Context: an optimization exercise on an open-source flow, tuned for small area. The choices shown serve that exercise and are no tape-out recipe.
In this exercise RTL edits were held to simulation tests only and were not proved equivalent to the original.
Power figures rest on the tool's default switching activity, not on a simulated workload.

`flow/config.mk`:
```
export PLATFORM = sky130hd
export DESIGN_NAME = top
export DESIGN_NICKNAME = top
export VERILOG_FILES = /design/flow/design.v
export SDC_FILE = /design/flow/constraint.sdc
export NUM_CORES = 4
export LEC_CHECK = 0
export CAP_MARGIN = 20
export CORE_MARGIN = 2
export CORE_UTILIZATION = 40
export PLACE_DENSITY = 0.6
export SLEW_MARGIN = 20
```
`flow/constraint.sdc`:
```
create_clock -name core_clock -period 8.0 [get_ports {iTck}]
set_input_delay 1.6000 -clock core_clock [delete_from_list [all_inputs] [get_ports {iTck}]]
set_output_delay 1.6000 -clock core_clock [all_outputs]
set_load 0.01 [all_outputs]
```
`flow/design.v`:
```
module config_passer (
    CLK,
    RSTn,
    Empty,
    Data,
    D7_D0,
    RINC,
    WrEn,
    RegAddr
);
parameter AnalyzeInstruction = 1'b0;
parameter ReceiveData = 1'b1;
input Empty;
input CLK;
input RSTn;
input[7:0] Data;
output[7:0] D7_D0;
output RINC;
output WrEn;
output[2:0] RegAddr;
reg state;
reg NextState; 
reg[7:0] D7_D0;
reg WrReg;
reg[2:0] Count;
reg[2:0] RegAddr;
reg RINC;
reg WrEn;
always @(posedge CLK or negedge RSTn) begin
    if(~RSTn)
        state <= AnalyzeInstruction;
    else
        state <= NextState;
end
always @(*) begin
    case(state)
        AnalyzeInstruction:
            if((~Empty) && (Data[2:0] != 0))
                NextState = ReceiveData;
            else
                NextState = AnalyzeInstruction;
        default:
            if((~Empty) && (Count == 1))
                NextState = AnalyzeInstruction;
            else
                NextState = ReceiveData;
    endcase
end
always @(posedge CLK or negedge RSTn) begin
    if(~RSTn)
        RegAddr <= 3'b0;
    else if((~Empty) && (state == AnalyzeInstruction))
        RegAddr <= Data[5:3];
end
always @(posedge CLK or negedge RSTn) begin
    if(~RSTn)
        WrReg <= 1'b0;
    else if((~Empty) && (state == AnalyzeInstruction))
        WrReg <= Data[7];
end
always @(posedge CLK or negedge RSTn) begin
    if(~RSTn)
        Count <= 3'b0;
    else if(state == AnalyzeInstruction && (~Empty)) begin
        Count <= Data[2:0];
    end
    else if(state == ReceiveData && (~Empty)) begin
        Count <= Count -1;
    end
end
always @(*) begin
    D7_D0 = Data;
    RINC = ~Empty;
    WrEn = (~Empty) & WrReg & state;
end
endmodule
module fifo_top(
    iWRST,
    oFULL,
    iWDAT,
    iWINC,
    iWCLK,
    iRRST,
    oEMPT,
    oRDAT,
    iRINC,
    iRCLK
);
parameter DATAWIDTH = 8;
input iWRST;
output oFULL;
input[DATAWIDTH - 1:0] iWDAT;
input iWINC;
input iWCLK;
input iRRST;
output oEMPT;
output[DATAWIDTH - 1:0] oRDAT;
input iRINC;
input iRCLK;
reg oFULL;
reg oEMPT;
wire[DATAWIDTH -1:0] oRDAT;
reg[DATAWIDTH - 1:0] fifoRegs[15:0];
reg C;
wire En;
reg[3:0] rAddr; 
reg[3:0] wAddr; 
reg[4:0] rPtr2D; 
reg[4:0] rPtr1D;
reg[4:0] wPtr2D; 
reg[4:0] wPtr1D;
reg[4:0] rPtr; 
reg[4:0] wPtr; 
reg[4:0] wbin; 
reg[4:0] wbnext; 
reg[4:0] wgnext; 
reg wAddrMsb;
reg[4:0] rbin; 
reg[4:0] rbnext; 
reg[4:0] rgnext; 
reg rAddrMsb;
assign En = (~oFULL) & iWINC;
assign oRDAT = fifoRegs[rAddr];
integer k;
always @(posedge iWCLK or posedge iWRST) begin
    if(iWRST)
	for(k = 0;k < 16;k = k + 1)begin
		fifoRegs[k] <= 0;
	end
    else if(En)
        fifoRegs[wAddr] <= iWDAT; 
end
always @(posedge iWCLK or posedge iWRST) begin
    if(iWRST)
        {rPtr2D,rPtr1D} <= 0;
    else
        {rPtr2D,rPtr1D} <= {rPtr1D,rPtr};
end
integer i;
always @(*) begin
    for(i = 0;i <= 4;i=i+1)
        wbin[i]=^(wPtr>>i);
end
always @(*) begin
    if(~oFULL)
        wbnext = wbin + iWINC;
    else
        wbnext = wbin;
end
always @(*) begin
    wgnext = (wbnext>>1)^wbnext;
end
always @(posedge iWCLK or posedge iWRST) begin
    if(iWRST)
        wAddrMsb <= 0;
    else
        wAddrMsb <= wgnext[4]^wgnext[3];
end
always @ (*) begin
    wAddr = {wAddrMsb,wPtr[2:0]};
end
always @(posedge iWCLK or posedge iWRST) begin
    if(iWRST)
        oFULL <= 0;
    else
        oFULL <= (wgnext == {~rPtr2D[4:3],rPtr2D[2:0]});
end
always @(posedge iWCLK or posedge iWRST) begin
    if(iWRST)
        wPtr <= 0;
    else
        wPtr <= wgnext;
end
always @(posedge iRCLK or posedge iRRST) begin
    if(iRRST)
        {wPtr2D,wPtr1D} <= 0;
    else
        {wPtr2D,wPtr1D} <= {wPtr1D,wPtr};
end
integer j;
always @(*) begin
    for(j = 0;j <= 4;j=j+1)
        rbin[j]=^(rPtr>>j);
end
always @(*) begin
    if(~oEMPT)
        rbnext = rbin + iRINC;
    else
        rbnext = rbin;
end
always @(*) begin
    rgnext = (rbnext>>1)^rbnext;
end
always @(posedge iRCLK or posedge iRRST) begin
    if(iRRST)
        rAddrMsb <= 0;
    else
        rAddrMsb <= rgnext[4]^rgnext[3];
end
always @ (*) begin
    rAddr = {rAddrMsb,rPtr[2:0]};
end
always @(posedge iRCLK or posedge iRRST) begin
    if(iRRST)
        oEMPT <= 1;
    else
        oEMPT <= (rgnext == wPtr2D);
end
always @(posedge iRCLK or posedge iRRST) begin
    if(iRRST)
        rPtr <= 0;
    else
        rPtr <= rgnext;
end
endmodule
module jtag_top(
    iTms,
    iTck,
    iTdi,
    iTrst,
    oTdo,
    oTdoEnable,
    oWrEn,
    iDesync
);
parameter stateLen = 4;
parameter pTestLogicReset = 4'hF;
parameter pRunTestIdle = 4'hC;
parameter pSelectDRScan = 4'h7;
parameter pCaptureDR = 4'h6;
parameter pShiftDR = 4'h2;
parameter pExit1DR = 4'h1;
parameter pPauseDR = 4'h3;
parameter pExit2DR = 4'h0;
parameter pUpdateDR = 4'h5;
parameter pSelectIRScan = 4'h4;
parameter pCaptureIR = 4'hE;
parameter pShiftIR = 4'hA;
parameter pExit1IR = 4'h9;
parameter pPauseIR = 4'hB;
parameter pExit2IR = 4'h8;
parameter pUpdateIR = 4'hD;
parameter instrLen = 4;
parameter BYPASS = 4'b0001;
parameter IDCODE = 4'b0010;
parameter CONFIG = 4'b0100;
parameter IDCODEVALUE = 32'h149511c3;
parameter SYNCWORD = 8'b11110000;
input iTms;
input iTck;
input iTdi;
input iTrst;
output oTdo;
output oTdoEnable;
output oWrEn;
input iDesync;
reg[stateLen - 1:0] currentState;
reg idcodeSelect;
reg bypassSelect;
reg configSelect;
reg oTdo;
reg oTdoEnable;
reg tdoHold;
reg oWrEn;
wire tmsReset;
reg tmsQ1;
reg tmsQ2;
reg tmsQ3;
reg tmsQ4;
reg[instrLen - 1:0] SIR;
reg[instrLen - 1:0] IR;
reg bypassReg;
reg[31:0] IDC;
reg[7:0] SCF;
reg sync;
reg[3:0] sftCnt;
always @(posedge iTck or negedge iTrst) begin
    if (iTrst == 0) begin
    tmsQ1 <= 1'b0;
    tmsQ2 <= 1'b0;
    tmsQ3 <= 1'b0;
    tmsQ4 <= 1'b0;
    end else begin
    tmsQ1 <= iTms;
    tmsQ2 <= tmsQ1;
    tmsQ3 <= tmsQ2;
    tmsQ4 <= tmsQ3;
    end
end
assign tmsReset = iTms & tmsQ1 & tmsQ2 & tmsQ3 & tmsQ4;
always @(posedge iTck or negedge iTrst) begin
    if (iTrst == 0) begin
        currentState <= pTestLogicReset;
    end
    else begin
        case (currentState)
            pTestLogicReset:
                if(iTms)
                    currentState <= pTestLogicReset;
                else
                    currentState <= pRunTestIdle;
            pRunTestIdle:
                if(iTms)
                    currentState <= pSelectDRScan;
                else
                    currentState <= pRunTestIdle;
            pSelectDRScan:
                if(iTms)
                    currentState <= pSelectIRScan;
                else
                    currentState <= pCaptureDR;
            pCaptureDR:
                if(iTms)
                    currentState <= pExit1DR;
                else
                    currentState <= pShiftDR;
            pShiftDR:
                if(iTms)
                    currentState <= pExit1DR;
                else
                    currentState <= pShiftDR;
            pExit1DR:
                if(iTms)
                    currentState <= pUpdateDR;
                else
                    currentState <= pPauseDR;
            pPauseDR:
                if(iTms)
                    currentState <= pExit2DR;
                else
                    currentState <= pPauseDR;
            pExit2DR:
                if(iTms)
                    currentState <= pUpdateDR;
                else
                    currentState <= pShiftDR;
            pUpdateDR:
                if(iTms)
                    currentState <= pSelectDRScan;
                else
                    currentState <= pRunTestIdle;
            pSelectIRScan:
                if(iTms)
                    currentState <= pTestLogicReset;
                else
                    currentState <= pCaptureIR;
            pCaptureIR:
                if(iTms)
                    currentState <= pExit1IR;
                else
                    currentState <= pShiftIR;
            pShiftIR:
                if(iTms)
                    currentState <= pExit1IR;
                else
                    currentState <= pShiftIR;
            pExit1IR:
                if(iTms)
                    currentState <= pUpdateIR;
                else
                    currentState <= pPauseIR;
            pPauseIR:
                if(iTms)
                    currentState <= pExit2IR;
                else
                    currentState <= pPauseIR;
            pExit2IR:
                if(iTms)
                    currentState <= pUpdateIR;
                else
                    currentState <= pShiftIR;
            pUpdateIR:
                if(iTms)
                    currentState <= pSelectDRScan;
                else
                    currentState <= pRunTestIdle;
        endcase
    end
end
always @(posedge iTck or negedge iTrst) begin
    if(iTrst == 0)
        SIR <= BYPASS;
    else if(currentState == pTestLogicReset)
        SIR <= BYPASS;
    else if(currentState == pShiftIR)
        SIR <= {iTdi,SIR[instrLen - 1:1]};
end
always @(posedge iTck or negedge iTrst) begin
    if(iTrst == 0)
        IR <= BYPASS;
    else if(currentState == pTestLogicReset)
        IR <= BYPASS;
    else if(currentState == pUpdateIR)
        IR <= SIR;
end
always @(posedge iTck or negedge iTrst) begin
    if(iTrst == 0)
        bypassReg <= 1'b0;
    else if(currentState == pCaptureDR && IR == BYPASS)
        bypassReg <= 1'b0;
    else if(currentState == pShiftDR && IR == BYPASS)
        bypassReg <= iTdi;
end
always @(posedge iTck or negedge iTrst) begin
    if(iTrst == 0)
        IDC <= 32'b0;
    else if(currentState == pCaptureDR && IR == IDCODE)
        IDC <= IDCODEVALUE;
    else if(currentState == pShiftDR && IR ==IDCODE)
        IDC <= {iTdi,IDC[31:1]};
end
always @(posedge iTck or negedge iTrst) begin
    if(iTrst == 0)
        SCF <= 8'b0;
    else if(currentState == pTestLogicReset)
        SCF <= 8'b0;
    else if(currentState == pShiftDR && IR == CONFIG)
        SCF <= {iTdi,SCF[7:1]};
end
always @(posedge iTck or negedge iTrst) begin
    if(iTrst == 0)
        sync <= 1'b0;
    else if(currentState == pTestLogicReset)
        sync <= 1'b0;
    else if(SCF == SYNCWORD)
        sync <= 1'b1;
    else if(iDesync == 1'b1)
        sync <= 1'b0;
end
always @(posedge iTck or negedge iTrst) begin
    if(iTrst == 0)
        sftCnt <= 0;
    else if(currentState == pTestLogicReset)
        sftCnt <= 0;
    else if(~sync)
        sftCnt <= 0;
    else if (currentState == pShiftDR && IR == CONFIG && sync) begin
            sftCnt <= sftCnt + 1;
    end
end
always @(*) begin
    if(currentState == pShiftDR && IR == CONFIG && sync && sftCnt == 15)
        oWrEn = 1'b1;
    else
        oWrEn = 1'b0;
end
always @(*) begin
    oTdo = tdoHold;
    if(currentState == pShiftIR)
        oTdo = SIR[0];
    else if(currentState == pShiftDR)
        case (IR)
            BYPASS:oTdo = bypassReg;
            IDCODE:oTdo = IDC[0];
            CONFIG:oTdo = SCF[0];
        endcase
end
always @(posedge iTck or negedge iTrst) begin
    if(iTrst == 0)
        tdoHold <= 1'b0;
    else
        tdoHold <= oTdo;
end
always @(*) begin
    if(currentState == pShiftIR)
        oTdoEnable = 1'b0;
    else if(currentState == pShiftDR)
        oTdoEnable = 1'b0;
    else
        oTdoEnable = 1'b1;
end
always @(IR) begin
    idcodeSelect = 1'b0;
    bypassSelect = 1'b0;
    configSelect = 1'b0;
    case (IR)
        IDCODE:idcodeSelect = 1'b1;
        BYPASS:bypassSelect = 1'b1;
        CONFIG:configSelect = 1'b1;
        default:bypassSelect = 1'b1;
    endcase
end
endmodule
module top(
    iTms,
    iTck,
    iTrst,
    iDesync,
    iTdi,
    oRINC,
    WrEn,
    regAddr,
    D7_D0,
    setDataReg_Latch
);
input iTms;
input iTck;
input iTrst;
input iDesync;
input iTdi;
output oRINC;
output WrEn;
output[2:0] regAddr;
output[7:0] D7_D0;
output[7:0] setDataReg_Latch;
wire iTms;
wire iTck;
wire iTdi;
wire iTrst;
wire oTdo;
wire oTdoEnable;
wire oWrEn;
wire iDesync;
wire oFULL;
reg[7:0] setDataReg;
reg[7:0] setDataReg_Latch;
reg wrEnQ;
wire oEMPT;
wire[7:0] oRDAT;
wire iWINC;
wire[7:0] D7_D0;
wire WrEn; 
wire[2:0] regAddr;
wire oRINC;
jtag_top jtag_top_inst(
    .iTms(iTms),
    .iTck(iTck),
    .iTdi(iTdi),
    .iTrst(iTrst),
    .oTdo(oTdo),
    .oTdoEnable(oTdoEnable),
    .oWrEn(oWrEn),
    .iDesync(iDesync)
);
fifo_top fifo_top_inst(
    .iWRST(~iTrst), 
    .oFULL(oFULL),
    .iWDAT(setDataReg_Latch),
    .iWINC(1'b1),
    .iWCLK(iTck),
    .iRRST(~iTrst),
    .oEMPT(oEMPT),
    .oRDAT(oRDAT),
    .iRINC(oRINC),
    .iRCLK(iTck)
);
config_passer config_passer_inst(
    .CLK(iTck),
    .RSTn(iTrst),
    .Empty(oEMPT),
    .Data(oRDAT),
    .D7_D0(D7_D0),
    .RINC(oRINC),
    .WrEn(WrEn),
    .RegAddr(regAddr)
);
always @(posedge iTck or negedge iTrst) begin
    if(~iTrst)
        setDataReg <= 8'b0;
    else if(~oTdoEnable) begin
        setDataReg <= {oTdo,setDataReg[7:1]};
    end  
end
always @(posedge iTck or negedge iTrst) begin
    if(~iTrst)
        wrEnQ <= 1'b0;
    else
        wrEnQ <= oWrEn;
end
always @(posedge iTck or negedge iTrst) begin
    if(~iTrst)
        setDataReg_Latch <= 8'b0;
    else if(wrEnQ & ~oWrEn)
        setDataReg_Latch <= setDataReg;
end
endmodule
```
`flow/run.sh`:
```
#!/bin/bash
# synth_recipe.tcl (not shown) runs the flow's synth.tcl, then flattens the netlist and writes it again
# the make line also repeats each setting of config.mk as NAME=value (left out here)
make -C /OpenROAD-flow-scripts/flow DESIGN_CONFIG=/design/flow/config.mk WORK_HOME=/design/flow/orfs CLKGATE_MAP_FILE= SYNTH_SCRIPT=/design/flow/synth_recipe.tcl finish
```
==> flow_metrics.py <==
metrics = {
    "status": {
        "outcome": "timing/DRC/antenna clean",
    },
    "yosys": {
        "avgSynthCellArea_sq_um": 12.15,
        "syn_nets": 925,
        "yosys.area.top_type_share": 0.5433,
        "ys.warnings.count": 5,
        "synthFlopType": "dfrtp_1",
        "ys_seq_area_frac": 0.5600,
        "syn_inst": 906,
        "ys_types": 63,
        "synth_edf_count": 0,
        "synth_area_sq_um": 11010,
        "synth_area_leaders": "dfrtp_1 (54%), mux2_2 (15%), nand2_1 (2.6%)",
        "synth_area_leader_cell": "dfrtp_1",
        "postSynth.asyncResetShare": 1.000,
        "ys_ff_latch": 246,
    },
    "drt": {
        "vias": 6848,
        "drtPass1Iterations": 5,
        "vias_per_cell": 5.384,
        "drt_iter0_drc": 426,
        "post_drt_wl_per_cell_um": 18.49,
        "drcViolationCount": 0,
        "drtAntennaViolNets": 0,
        "drt-total-wl_um": 23520,
    },
    "pwr": {
        "power-per-cell-area_nw_per_um2": 237.0,
        "p_leak_nw": 5.874,
        "ir_drop_uv": 147.2,
    },
    "setup_path": {
        "rr_startpoint": "fifo_top_inst.rPtr[2]",
        "worstSetupStartpointType": "flop",
        "cp_data_required_time_ns": 6.40,
        "ff2ff_path_depth": 10,
        "crit_arrival_ns": 3.27,
        "r2r_setup_slack_ns": 4.93,
        "endpoint_kind": "output pin",
        "critPathKind": "reg -> out",
        "rr_endpoint": "fifo_top_inst.oEMPT",
        "critical_path_peak_fanout": 32,
    },
    "clocking": {
        "insertion_delay_ns": 0.55,
        "postCtsSetupBuffers": 0,
        "holdBufCountCts": 0,
        "cts_max_path_buffers": 3,
        "cts.reportedPaths.clkPinSlew_ns": 0.06,
        "cts_max_level": 1,
        "cts_tree": "built",
        "root_buffer": "clkbuf_16",
        "cts_buffers": 28,
        "cts.sinks": 246,
        "cts_resized": 0,
    },
    "timing": {
        "post-route-period-util": 0.6089,
        "timing.fmax_mhz": 205.3,
        "rsz0062_at_grt": "no",
        "worst_clock_skew_ns": 0.02622,
        "worst_pin_slew_ns": 0.8874,
        "holdWs_ns": 0.3399,
        "final_hold_viol_count": 0,
        "maxSlewViolCount": 0,
        "max_slew_margin": 0.4084,
        "fin_crit_ns": 4.872,
        "setup_viol": 0,
        "fin_tns_setup_ns": 0,
    },
    "min_path": {
        "hold_class": "reg -> reg",
        "min_from": "fifo_top_inst.rPtr1D[2]",
        "whs_path_depth": 0,
        "min_to": "fifo_top_inst.rPtr2D[2]",
    },
    "cells_and_area": {
        "syn_to_final_growth_pct": 13.65,
        "antenna_cells": 0,
        "multi_input_area_sq_um": 4513,
        "final_nets": 928,
        "instances_no_fill": 1272,
        "fin_area_sq_um": 12510,
        "fillCellCount": 2431,
        "layout-drive-gt1-share": 0.2320,
        "register_area_sq_um": 6165,
    },
    "floorplanning": {
        "io_pins": 26,
        "fp.dieH_um": 169.9,
        "dieArea_sq_um": 28860,
        "die_w_um": 169.9,
        "start_util": 0.4084,
        "core_area_sq_um": 26950,
        "placementRows": 60,
    },
    "place": {
        "io_buffers": 25,
        "gp_congestion": 0.7562,
        "dp_hpwl_um": 14640,
        "placed_cell_area_sq_um": 11510,
        "dpl.cell_count": 1219,
    },
    "grt": {
        "grt_overflow_total": 0,
        "antenna_found_initial": 0,
        "grt_first_pass_wirelength_um": 38810,
        "grt_pass1_vias": 6974,
        "grt_max_degree": 155,
        "grt_usage": 0.1695,
    },
    "flow_run": {
        "maxCapViolations": 0,
    },
}
-- power breakdown --
| group | switching (mW) | internal, mW |
|---|---|---|
| logic | 0.110 | 0.105 |
| clock network | 0.507 | 0.820 |
| registers | 0.0935 | 1.33 |
-- final cells by class --
cell class / count / share of cell area
Timing Repair Buffer: 34 / 0.02780
Sequential cell: 246 / 0.4928
Inverter: 21 / 0.006301
Clock buffer: 37 / 0.06271
Multi-Input combinational cell: 578 / 0.3607
Tap cell: 341 / 0.03410
Clock inverter: 15 / 0.01560
-- per-layer routing --
metal  vias up  track usage  share of wire
met2       113       0.2807           0.47
met1      3455       0.2317           0.47
met5         -            0              0
met3        40      0.02837          0.036
li1       3240            -              -
met4         0      0.04608          0.023
-- placed cells by master (no fill, tap or decap), types with 15 or more instances in the layout --
cell type / synthesis / final
a22oi_1: 20 / 20
clkbuf_16: 0 / 28
nand3_1: 16 / 15
nand2_1: 75 / 75
mux2_2: 142 / 142
clkdlybuf4s50_1: 0 / 24
dfrtp_1: 239 / 239
nor2_1: 46 / 46
nand2b_1: 22 / 22
inv_1: 20 / 20
a21oi_1: 20 / 20
o21ai_0: 48 / 48
mux2i_1: 18 / 18
-- sequential cells by signal (all words and copies together), names as in the netlist, 8 cells and up --
signal                  flops
setDataReg_Latch            8
setDataReg                  8
jtag_top_inst.IDC          32
fifo_top_inst.fifoRegs    128
jtag_top_inst.SCF           8
-- worst max-delay path by stage --
stage | start | to | slack [ns] | depth (start not counted)
after CTS | fifo_top_inst.rPtr[1] | D7_D0[1] | 3.18 | 8
after floorplan | fifo_top_inst.rPtr[1] | D7_D0[0] | 4.56 | 7
final | fifo_top_inst.rPtr[1] | D7_D0[1] | 3.13 | 8
after global routing | fifo_top_inst.rPtr[1] | D7_D0[1] | 3.04 | 8
after global placement | fifo_top_inst.rPtr[1] | D7_D0[1] | 3.89 | 8
after detailed placement | fifo_top_inst.rPtr[1] | D7_D0[1] | 3.77 | 8
-- Yosys cell counts, drive strengths merged, types with 2 or more instances --
| cell type | number |
|---|---|
| dfrtp | 239 |
| mux2 | 151 |
| nand2 | 75 |
| o21ai | 51 |
| nor2 | 46 |
| clkbuf | 39 |
| buf | 22 |
| nand2b | 22 |
| inv | 21 |
| a21oi | 20 |
| a22oi | 20 |
| mux2i | 18 |
| nand3 | 16 |
| and3 | 14 |
| ha | 14 |
| xnor2 | 14 |
| a22o | 13 |
| xor2 | 11 |
| a222oi | 10 |
| a221oi | 9 |
| and2 | 9 |
| dfstp | 7 |
| a221o | 4 |
| a31oi | 4 |
| nor2b | 4 |
| nor3 | 4 |
| nor3b | 4 |
| nor4b | 4 |
| a211oi | 3 |
| nand3b | 3 |
| xor3 | 3 |
| a211o | 2 |
| a21o | 2 |
| a311o | 2 |
| a31o | 2 |
| a41oi | 2 |
| mux4 | 2 |
| nand4 | 2 |
| nor4 | 2 |
-- cell families after synthesis --
group	after synthesis	share of synthesized area
AO/OA/AOI/OAI	155	0.09718
XOR/XNOR	29	0.02853
adder cells (fa/ha/maj)	14	0.01591
buffers and inverters	82	0.03046
flip-flops	246	0.5600
multiplexers	171	0.1753
AND/OR/NAND/NOR	209	0.09263
-- worst max-delay path, stage by stage (launching register included) --
cell and delay [ns]:
dfrtp_1 0.50, ha_1 0.22, buf_4 0.37, a222oi_1 0.16
a311oi_1 0.51, a21oi_1 0.12, a31o_2 0.28, inv_1 0.05
clkdlybuf4s50_1 0.52
-- metrics by stage --
| stage | power (mW) | util | setup slack (ns) |
|---|---|---|---|
| after CTS | 3.007 | 0.4635 | 3.178 |
| after detailed placement | 1.667 | 0.4271 | 3.765 |
| final | 2.966 | 0.4642 | 3.128 |
| after floorplan | 1.592 | - | 4.557 |
| after global routing | 3.111 | 0.4642 | 3.036 |
| after global placement | 1.662 | 0.4271 | 3.895 |

## what the ideal ports hide
The flow's constraints put no driver on any port. The routed layout listed below was extracted and timed again, unchanged, in two steps. Step 1, drivers: a clkbuf_16 drives iTck and a buf_2 each remaining input, both assumed. Step 2, shift: input delay + t, output delay - t, t = (earliest + latest rising clock arrival at the registers) / 2. This alone moves slack from input paths to output paths. Slacks: no drivers / after step 1 / after step 2; pairs: no drivers / after step 1.
shift t [ns]: 0.578
slack for setup (ns): 3.128 / 3.084 / 3.662
hold WS [ns]: 0.340 / 0.340 / 0.340
worst setup path at the end: register to output
worst register clock-pin slew, ns: 0.07 / 0.07
After both steps this run still meets setup and hold. For this run, drivers alone change the setup slack by -0.044 ns; drivers and shift together by +0.534 ns.
